Background: an optimization exercise with open tools, aiming at small area, a short achievable clock period and few clock cycles. Do not read the settings as production practice.
The RTL was checked by simulation tests, not by an equivalence proof against the original design.

Setup of the baseline:
==> flow/design.v (excerpt) <==
module produto_escalar (
    input  logic         clk_i,
    input  logic         rst_i,
    input  logic         iniciar,
    input  logic [31:0]  a0, a1, a2, a3, a4, a5, a6, a7,
    input  logic [31:0]  b0, b1, b2, b3, b4, b5, b6, b7,
    output logic [63:0]  resultado,
    output logic         concluido
);
Size in the first run: roughly 3400 cells after synthesis, roughly 220 flip-flops.
Settings: LEC_CHECK=0, CAP_MARGIN=20, CORE_MARGIN=2, CORE_UTILIZATION=40, SLEW_MARGIN=20, SYNTH_HIERARCHICAL=1, SYNTH_MINIMUM_KEEP_SIZE=0, BUFFER_PORTS_ARGS=-buffer_cell sky130_fd_sc_hd__buf_1; clock period 11.5 ns.
standard.sh (not shown) runs the stock make flow with config.mk's settings and CLKGATE_MAP_FILE= SYNTH_SCRIPT=/design/flow/synth_recipe.tcl, a recipe that flattens the netlist after the stock synthesis.
==> flow/flow/run.sh <==
#!/bin/bash
set -e
echo 'export BUFFER_PORTS_ARGS = -buffer_cell sky130_fd_sc_hd__buf_1' >> config.mk
bash standard.sh SETUP_SLACK_MARGIN=7 finish > standard.log 2>&1
Testbench counts of the baseline, summed over its fixed seeds: cycles 24,000.
## Diff of input files: the candidate against the baseline
--- a/flow/design.v
+++ b/flow/design.v
@@ -5,29 +5,29 @@
     input  logic [31:0]  a0, a1, a2, a3, a4, a5, a6, a7,
     input  logic [31:0]  b0, b1, b2, b3, b4, b5, b6, b7,
     output logic [63:0]  resultado,
     output logic         concluido
 );
   logic        iniciar_prev;
-  logic [8:1]  fase;           
+  logic [9:1]  fase;           
   logic [31:0] a_r;
   logic [15:0] one_r, two_r, neg_r;
   logic [63:0] acc_s, acc_c;
   wire ocupado = |fase;
   wire inicio  = iniciar & ~iniciar_prev & ~ocupado;
   wire en      = inicio | (|fase[7:1]);
   always_ff @(posedge clk_i) begin
     if (rst_i) begin
       iniciar_prev <= 1'b0;
-      fase         <= 8'd0;
+      fase         <= 9'd0;
       concluido    <= 1'b0;
     end else begin
       iniciar_prev <= iniciar;
-      fase         <= {fase[7:1], inicio};
+      fase         <= {fase[8:1], inicio};
       if (inicio)       concluido <= 1'b0;
-      else if (fase[8]) concluido <= 1'b1;
+      else if (fase[9]) concluido <= 1'b1;
     end
   end
   wire [31:0] a_sel = ({32{~ocupado}} & a0) | ({32{fase[1]}} & a1) |
                       ({32{fase[2]}} & a2) | ({32{fase[3]}} & a3) |
                       ({32{fase[4]}} & a4) | ({32{fase[5]}} & a5) |
                       ({32{fase[6]}} & a6) | ({32{fase[7]}} & a7);
@@ -1470,14 +1470,14 @@
   assign nxt_c[61] = fs556;
   assign nxt_c[62] = fc556;
   assign nxt_c[63] = fc557;
   always_ff @(posedge clk_i) begin
     acc_s <= nxt_s;
     acc_c <= nxt_c;
+    resultado <= acc_s + acc_c;
   end
-  assign resultado = acc_s + acc_c;
 endmodule
 module produto_escalar_fa (
     input  logic a, b, c,
     output logic s, co
 );
   assign s  = a ^ b ^ c;
The candidate: worst-case hold slack 0.014 ns below the baseline
| headroom to the max-slew limit | the candidate vs the baseline | better |
The candidate: minimum clock period after layout is 1.59 ns lower than what the baseline reported.
| layout sequential cell count | the candidate vs the baseline | 30% higher |
Comparing the candidate against the baseline, there is no change at all in count of nets left with antenna violations after detail routing.
Compared with the baseline, the candidate shows synthesized area higher by about 4%.
acc_c[39]$_DFF_P_ as the timing endpoint of the critical path was reported by the candidate, and resultado[54] by the baseline.
Sort the baseline and the candidate by count of clock-buffer cells in the layout asc -> top: the baseline
Testbench counts of the candidate, summed over its fixed seeds: cycles 26,400.

--- another note on this design; it stands on its own ---

## produto_escalar
module produto_escalar (
    input  logic         clk_i,
    input  logic         rst_i,
    input  logic         iniciar,
    input  logic [31:0]  a0, a1, a2, a3, a4, a5, a6, a7,
    input  logic [31:0]  b0, b1, b2, b3, b4, b5, b6, b7,
    output logic [63:0]  resultado,
    output logic         concluido
);
==> flow/config.mk <==
export PLATFORM = sky130hd
export DESIGN_NAME = produto_escalar
export DESIGN_NICKNAME = produto_escalar
export VERILOG_FILES = /design/flow/design.v
export SDC_FILE = /design/flow/constraint.sdc
export NUM_CORES = 4
export LEC_CHECK = 0
export CAP_MARGIN = 20
export CORE_MARGIN = 2
export CORE_UTILIZATION = 50
export SLEW_MARGIN = 20
export SYNTH_HIERARCHICAL = 1
export SYNTH_MINIMUM_KEEP_SIZE = 0
export BUFFER_PORTS_ARGS = -buffer_cell sky130_fd_sc_hd__buf_1
==> flow/constraint.sdc <==
create_clock -name core_clock -period 11.5 [get_ports {clk_i}]
set_input_delay 2.3000 -clock core_clock [delete_from_list [all_inputs] [get_ports {clk_i}]]
set_output_delay 2.3000 -clock core_clock [all_outputs]
set_load 0.01 [all_outputs]
standard.sh (not shown) runs the stock make flow with config.mk's settings and CLKGATE_MAP_FILE= SYNTH_SCRIPT=/design/flow/synth_recipe.tcl, a recipe that flattens the netlist after the stock synthesis.
==> flow/flow/run.sh <==
#!/bin/bash
set -e
echo 'export BUFFER_PORTS_ARGS = -buffer_cell sky130_fd_sc_hd__buf_1' >> config.mk
bash standard.sh SETUP_SLACK_MARGIN=7.8 finish > standard.log 2>&1
Testbench counts at the start, summed over its fixed seeds: cycles 26,400.
Then changed:
- CORE_UTILIZATION: 50 -> 40
After rerunning: Fmax hardly moves. Die area came out higher by about 25%. Design area stays flat. Worst setup slack stays flat. Via count went down by about 5%. Core utilization came out lower by 12 points. Non-clock buffer count goes down by 10. Critical path depth is unchanged.

## afterwards: timing with drivers on the ports
How much do the figures lean on ideal ports? The routed layouts below were timed once more, with nothing changed but the port constraints.
Step 1 assumes that a clkbuf_16 drives the clock port and a buf_2 every other input.
Step 2 also shifts input and output timing later by t, the mid clock arrival at the registers, as if the neighbouring blocks saw the same clock.
a / b / c = ideal / step 1 / step 2; a / b = the first two.
| run | t, ns | slack for setup (ns) | hold WS [ns] | worst slew at a driven data input, ns |
|---|---|---|---|---|
| the baseline | 0.668 | 5.505 / 5.434 / 6.102 | 0.496 / 0.496 / 0.496 | 0.20 |
| the candidate | 0.639 | 7.092 / 7.092 / 6.858 | 0.481 / 0.481 / 0.481 | 0.21 |
| the first run of note 2 | 0.661 | 7.794 / 7.761 / 7.223 | 0.486 / 0.486 / 0.486 | 0.39 |
| the second run of note 2 | 0.653 | 7.792 / 7.792 / 7.389 | 0.482 / 0.482 / 0.482 | 0.27 |
After both steps every run listed still meets setup and hold. For the first run of note 2, which loses most, drivers alone change the setup slack by -0.033 ns; drivers and shift together by -0.571 ns.
